What follows belongs to an exercise in optimizing a design on an open flow for small area and a short achievable clock period; a production flow would make more cautious choices. At most, simulation tests tie the RTL to the original design; equivalence was not proved. Power figures rest on the tool's default switching activity, not on a simulated workload.

Design fp16_arith, start of the top module:
module fp16_arith(
input clk,
input [15:0] numi1,
input [15:0] numi2,
output [15:0] sum,
output [1:0] iszero,
output [1:0] isinf,
output isnan,
output [15:0] prod
    );
==> flow/config.mk <==
export PLATFORM = sky130hd
export DESIGN_NAME = fp16_arith
export DESIGN_NICKNAME = fp16_arith
export VERILOG_FILES = /design/flow/design.v
export SDC_FILE = /design/flow/constraint.sdc
export NUM_CORES = 4
export LEC_CHECK = 0
export CAP_MARGIN = 20
export CORE_MARGIN = 2
export CORE_UTILIZATION = 60
export SLEW_MARGIN = 20
export SYNTH_HIERARCHICAL = 1
==> flow/constraint.sdc <==
create_clock -name core_clock -period 17.0 [get_ports {clk}]
set_input_delay 3.4000 -clock core_clock [delete_from_list [all_inputs] [get_ports {clk}]]
set_output_delay 3.4000 -clock core_clock [all_outputs]
set_load 0.01 [all_outputs]
standard.sh (not shown) runs the stock make flow with config.mk's settings and CLKGATE_MAP_FILE= SYNTH_SCRIPT=/design/flow/synth_recipe.tcl, a recipe that flattens the netlist after the stock synthesis.
==> flow/flow/run.sh <==
#!/bin/bash
# Own layout flow: the standard ORFS flow, with plain buf_1 cells as the
# port buffers (buffer_ports would otherwise pick clkdlybuf4s50_1, a slow
# delay cell). Every input and output port still gets its own buffer.
set -euo pipefail
export BUFFER_PORTS_ARGS="-buffer_cell sky130_fd_sc_hd__buf_1"
if [[ -f flow/env.sh ]]; then source flow/env.sh; fi
bash standard.sh > standard.log 2>&1
==> flow/flow/env.sh <==
export SETUP_SLACK_MARGIN=9
Next try:
--- a/flow/design.v
+++ b/flow/design.v
@@ -21,15 +21,15 @@
     wire [4:0]  d21  = e2 - e1;
     wire        ge   = ~d12[5];
     wire [4:0]  d    = ge ? d12[4:0] : d21;
     wire [4:0]  emax = ge ? e1 : e2;
     wire [10:0] m2s  = m2 >> d;
     wire        sz = s1 ^ s2;
-    wire [11:0] t;
-    wire        tco;
-    fp16_add12 u_t(.a({1'b0, m1}), .b({1'b0, m2s} ^ {12{sz}}), .ci(sz), .s(t), .co(tco));
+    wire [11:0] tp, tgg, tgp;
+    fp16_pg12 u_t(.a({1'b0, m1}), .b({1'b0, m2s} ^ {12{sz}}), .p(tp), .gg(tgg), .gp(tgp));
+    wire [11:0] t  = tp ^ {tgg[10:0] | (tgp[10:0] & {11{sz}}), sz};
     reg [4:0] emax_r;
     reg       c_r, h_r, s1_r, sz_r;
     reg [9:0] v_r;
     always @(posedge clk) begin
         isinf  <= inf_p ? 2'b01 : inf_n ? 2'b10 : 2'b00;
         isnan  <= special & ~inf_p & ~inf_n;
@@ -390,15 +390,15 @@
     wire        p74 = p76 & p54;
     wire        g70 = g74 | (p74 & g30);
     wire        c9  = lg[8] | (lp[8] & g70);
     wire        c10 = g98 | (p98 & g70);
     wire [8:0]  zb  = (ra[8:0] ^ rb[8:0]) ^ {ra[7:0] | rb[7:0], 1'b0};
     wire        gt  = (lp[9] ^ c9) & (zb != 9'd0);
-    wire [11:0] hi;
-    wire        hco;
-    fp16_add12 u_hi(.a(ra[21:10]), .b(rb[21:10]), .ci(c10), .s(hi), .co(hco));
+    wire [11:0] hp, hgg, hgp;
+    fp16_pg12 u_hi(.a(ra[21:10]), .b(rb[21:10]), .p(hp), .gg(hgg), .gp(hgp));
+    wire [11:0] hi  = hp ^ {hgg[10:0] | (hgp[10:0] & {11{c10}}), c10};
     wire        sz  = numi1[15] ^ numi2[15];
     reg  [11:0] hi_r;
     reg         inc_r, sz_r;
     reg  [4:0]  eb_r;
     always @(posedge clk) begin
         hi_r  <= hi;
@@ -415,22 +415,22 @@
     assign co = (a & b) | (c & (a ^ b));
 endmodule
 module fp16_ha(input a, input b, output s, output co);
     assign s  = a ^ b;
     assign co = a & b;
 endmodule
-module fp16_add12(
+module fp16_pg12(
 input  [11:0] a,
 input  [11:0] b,
-input         ci,
-output [11:0] s,
-output        co
+output [11:0] p,
+output [11:0] gg,
+output [11:0] gp
     );
     wire [11:0] g0 = a & b;
     wire [11:0] p0 = a ^ b;
-    wire [11:0] g1, p1, g2, p2, g3, p3, g4, p4;
+    wire [11:0] g1, p1, g2, p2, g3, p3;
     genvar i;
     generate
         for (i = 0; i < 12; i = i + 1) begin : l1
             if (i >= 1) begin
                 assign g1[i] = g0[i] | (p0[i] & g0[i-1]);
                 assign p1[i] = p0[i] & p0[i-1];
@@ -456,23 +456,21 @@
                 assign g3[i] = g2[i];
                 assign p3[i] = p2[i];
             end
         end
         for (i = 0; i < 12; i = i + 1) begin : l4
             if (i >= 8) begin
-                assign g4[i] = g3[i] | (p3[i] & g3[i-8]);
-                assign p4[i] = p3[i] & p3[i-8];
+                assign gg[i] = g3[i] | (p3[i] & g3[i-8]);
+                assign gp[i] = p3[i] & p3[i-8];
             end else begin
-                assign g4[i] = g3[i];
-                assign p4[i] = p3[i];
+                assign gg[i] = g3[i];
+                assign gp[i] = p3[i];
             end
         end
     endgenerate
-    wire [12:0] c = {g4 | (p4 & {12{ci}}), ci};
-    assign s  = p0 ^ c[11:0];
-    assign co = c[12];
+    assign p = p0;
 endmodule
 `timescale 1ns / 1ps
 module fp16_arith(
 input clk,
 input [15:0] numi1,
 input [15:0] numi2,
Result:
- The new run ran to the end with no violations
- setup slack got worse by 84 ps
- via count grows by roughly a tenth
- total power grows by about a fifth
- area after synthesis grows by a few percent
- final cell count grows by a few percent
- worst hold slack improved by 40 ps
- core utilization shrinks by 0.51 points
- combinational power grows by about a fifth
- cell area grows by a few percent
- first-iteration DRC count grows by a quarter to a third
For the second run of this note, only the layout was checked, not whether the RTL still works.

========
fp16_arith, a different RTL version from the one above (not shown whole).
Size: about 850 cells after synthesis, roughly 70 I/O pins.
Design fp16_arith, start of the top module:
module fp16_arith(
input clk,
input [15:0] numi1,
input [15:0] numi2,
output [15:0] sum,
output [1:0] iszero,
output [1:0] isinf,
output isnan,
output [15:0] prod
    );
clock: 17.0 ns
lec_check: 0
cap_margin: 20
core_margin: 2
core_utilization: 60
slew_margin: 20
synth_hierarchical: 1
Scripts as last shown in full above: flow/flow/run.sh, flow/flow/env.sh
Rerun with:
--- a/flow/design.v
+++ b/flow/design.v
@@ -357,44 +357,28 @@
     fp16_fa u_fs85 (.a(fc67), .b(fs68), .c(fs52), .s(fs85), .co(fc85));
     wire fs86, fc86;
     fp16_fa u_fs86 (.a(fc68), .b(fs69), .c(fs54), .s(fs86), .co(fc86));
     wire fs87, fc87;
     fp16_fa u_fs87 (.a(fc69), .b(fs70), .c(y[7]), .s(fs87), .co(fc87));
     wire fs88, fc88;
     fp16_fa u_fs88 (.a(fc70), .b(fs71), .c(y[8]), .s(fs88), .co(fc88));
     wire fs89, fc89;
     fp16_fa u_fs89 (.a(fc71), .b(x[9]), .c(y[9]), .s(fs89), .co(fc89));
     assign ra = {1'b0, fc89, fc88, fc87, fc86, fc85, fc84, fc83, fc82, fc81, fc80, fc79, fc78, fc77, fc76, fc75, fc74, fc73, hc72, hs72, pp0_1, pp0_0};
     assign rb = {1'b0, 1'b1, fs89, fs88, fs87, fs86, fs85, fs84, fs83, fs82, fs81, fs80, fs79, fs78, fs77, fs76, fs75, fs74, fs73, pp2_0, pp1_0, 1'b0};
-    wire [9:0]  lg  = ra[9:0] & rb[9:0];
-    wire [9:0]  lp  = ra[9:0] ^ rb[9:0];
-    wire        g10 = lg[1] | (lp[1] & lg[0]);
-    wire        g32 = lg[3] | (lp[3] & lg[2]);
-    wire        p32 = lp[3] & lp[2];
-    wire        g54 = lg[5] | (lp[5] & lg[4]);
-    wire        p54 = lp[5] & lp[4];
-    wire        g76 = lg[7] | (lp[7] & lg[6]);
-    wire        p76 = lp[7] & lp[6];
-    wire        g98 = lg[9] | (lp[9] & lg[8]);
-    wire        p98 = lp[9] & lp[8];
-    wire        g30 = g32 | (p32 & g10);
-    wire        g74 = g76 | (p76 & g54);
-    wire        p74 = p76 & p54;
-    wire        g70 = g74 | (p74 & g30);
-    wire        c9  = lg[8] | (lp[8] & g70);
-    wire        c10 = g98 | (p98 & g70);
+    wire [10:0] ls  = {1'b0, ra[9:0]} + {1'b0, rb[9:0]};
     wire [8:0]  zb  = (ra[8:0] ^ rb[8:0]) ^ {ra[7:0] | rb[7:0], 1'b0};
-    wire        gt  = (lp[9] ^ c9) & (zb != 9'd0);
+    wire        gt  = ls[9] & (zb != 9'd0);
     wire [11:0] hi;
     wire        hco;
-    fp16_add12 u_hi(.a(ra[21:10]), .b(rb[21:10]), .ci(c10), .s(hi), .co(hco));
+    fp16_add12 u_hi(.a(ra[21:10]), .b(rb[21:10]), .ci(ls[10]), .s(hi), .co(hco));
     wire        sz  = numi1[15] ^ numi2[15];
     reg  [11:0] hi_r;
     reg         inc_r, sz_r;
     reg  [4:0]  eb_r;
     always @(posedge clk) begin
         hi_r  <= hi;
         inc_r <= sz ^ gt;
         sz_r  <= sz;
         eb_r  <= numi1[14:10] + numi2[14:10] + 5'd17;
     end
     wire [11:0] r   = hi_r + {11'd0, inc_r};
@@ -408,67 +392,63 @@
 module fp16_ha(input a, input b, output s, output co);
     assign s  = a ^ b;
     assign co = a & b;
 endmodule
 module fp16_add12(
 input  [11:0] a,
 input  [11:0] b,
 input         ci,
 output [11:0] s,
 output        co
     );
-    wire [11:0] g0 = a & b;
-    wire [11:0] p0 = a ^ b;
-    wire [11:0] g1, p1, g2, p2, g3, p3, g4, p4;
+    wire [12:0] g0 = {a & b, ci};
+    wire [12:0] p0 = {a ^ b, 1'b0};
+    wire [12:0] g1, p1, g2, p2, g3, p3, g4;
     genvar i;
     generate
-        for (i = 0; i < 12; i = i + 1) begin : l1
+        for (i = 0; i < 13; i = i + 1) begin : l1
             if (i >= 1) begin
                 assign g1[i] = g0[i] | (p0[i] & g0[i-1]);
                 assign p1[i] = p0[i] & p0[i-1];
             end else begin
                 assign g1[i] = g0[i];
                 assign p1[i] = p0[i];
             end
         end
-        for (i = 0; i < 12; i = i + 1) begin : l2
+        for (i = 0; i < 13; i = i + 1) begin : l2
             if (i >= 2) begin
                 assign g2[i] = g1[i] | (p1[i] & g1[i-2]);
                 assign p2[i] = p1[i] & p1[i-2];
             end else begin
                 assign g2[i] = g1[i];
                 assign p2[i] = p1[i];
             end
         end
-        for (i = 0; i < 12; i = i + 1) begin : l3
+        for (i = 0; i < 13; i = i + 1) begin : l3
             if (i >= 4) begin
                 assign g3[i] = g2[i] | (p2[i] & g2[i-4]);
                 assign p3[i] = p2[i] & p2[i-4];
             end else begin
                 assign g3[i] = g2[i];
                 assign p3[i] = p2[i];
             end
         end
-        for (i = 0; i < 12; i = i + 1) begin : l4
-            if (i >= 8) begin
+        for (i = 0; i < 13; i = i + 1) begin : l4
+            if (i >= 8)
                 assign g4[i] = g3[i] | (p3[i] & g3[i-8]);
-                assign p4[i] = p3[i] & p3[i-8];
-            end else begin
+            else
                 assign g4[i] = g3[i];
-                assign p4[i] = p3[i];
-            end
         end
     endgenerate
-    wire [12:0] c = {g4 | (p4 & {12{ci}}), ci};
-    assign s  = p0 ^ c[11:0];
-    assign co = c[12];
+    assign s  = p0[12:1] ^ g4[11:0];
+    assign co = g4[12];
 endmodule
 `timescale 1ns / 1ps
 module fp16_arith(
 input clk,
 input [15:0] numi1,
 input [15:0] numi2,
 output [15:0] sum,
 output [1:0] iszero,
 output [1:0] isinf,
 output isnan,
 output [15:0] prod
Effect: Design area goes up by 3.7%. Routed wire length rises by 3.8%. Area after synthesis goes up by about 3%. Global-route usage goes down by 0.12 points. Worst setup slack degrades by 0.29 ns. Sequential share of layout area is lower by 0.33 points. Non-clock buffer count rises by 4. Die area climbs by about 3%. Synthesized cell count grows by 4.5%. Worst hold slack improved by 0.042 ns. Via count climbs by about 6%. Total power rose by about 4%. Cell count grows by about 3.7%. Combinational power came out higher by about 8%.
No run of this note included a check of the RTL's function; only the layout flow was run.

## port drivers added, routing unchanged
How much do the figures lean on ideal ports? The routed layouts below were timed once more, with nothing changed but the port constraints.
Step 1 (the two cells are an assumption about what drives the block):
set clk [get_ports {clk}]
set_driving_cell -lib_cell sky130_fd_sc_hd__clkbuf_16 $clk
set_driving_cell -lib_cell sky130_fd_sc_hd__buf_2 [delete_from_list [all_inputs] $clk]
Step 2, shift: input delay + t, output delay - t, t = (earliest + latest rising clock arrival at the registers) / 2. This alone moves slack from input paths to output paths.
Slacks: no drivers / after step 1 / after step 2; pairs: no drivers / after step 1.
run | t, ns | slack for setup (ns) | slew at the worst register clock pin (ns)
the first run of note 1 | 0.320 | 9.268 / 9.283 / 8.963 | 0.06 / 0.06
the second run of note 1 | 0.313 | 9.184 / 9.155 / 8.878 | 0.06 / 0.06
the first run of note 2 | 0.322 | 9.190 / 9.210 / 8.888 | 0.06 / 0.06
the second run of note 2 | 0.323 | 8.898 / 8.909 / 8.586 | 0.07 / 0.07
After both steps setup and hold are still met in every run listed. The setup slack of the second run of note 2, which loses most, moves by +0.011 ns with the drivers and by -0.312 ns with both steps.
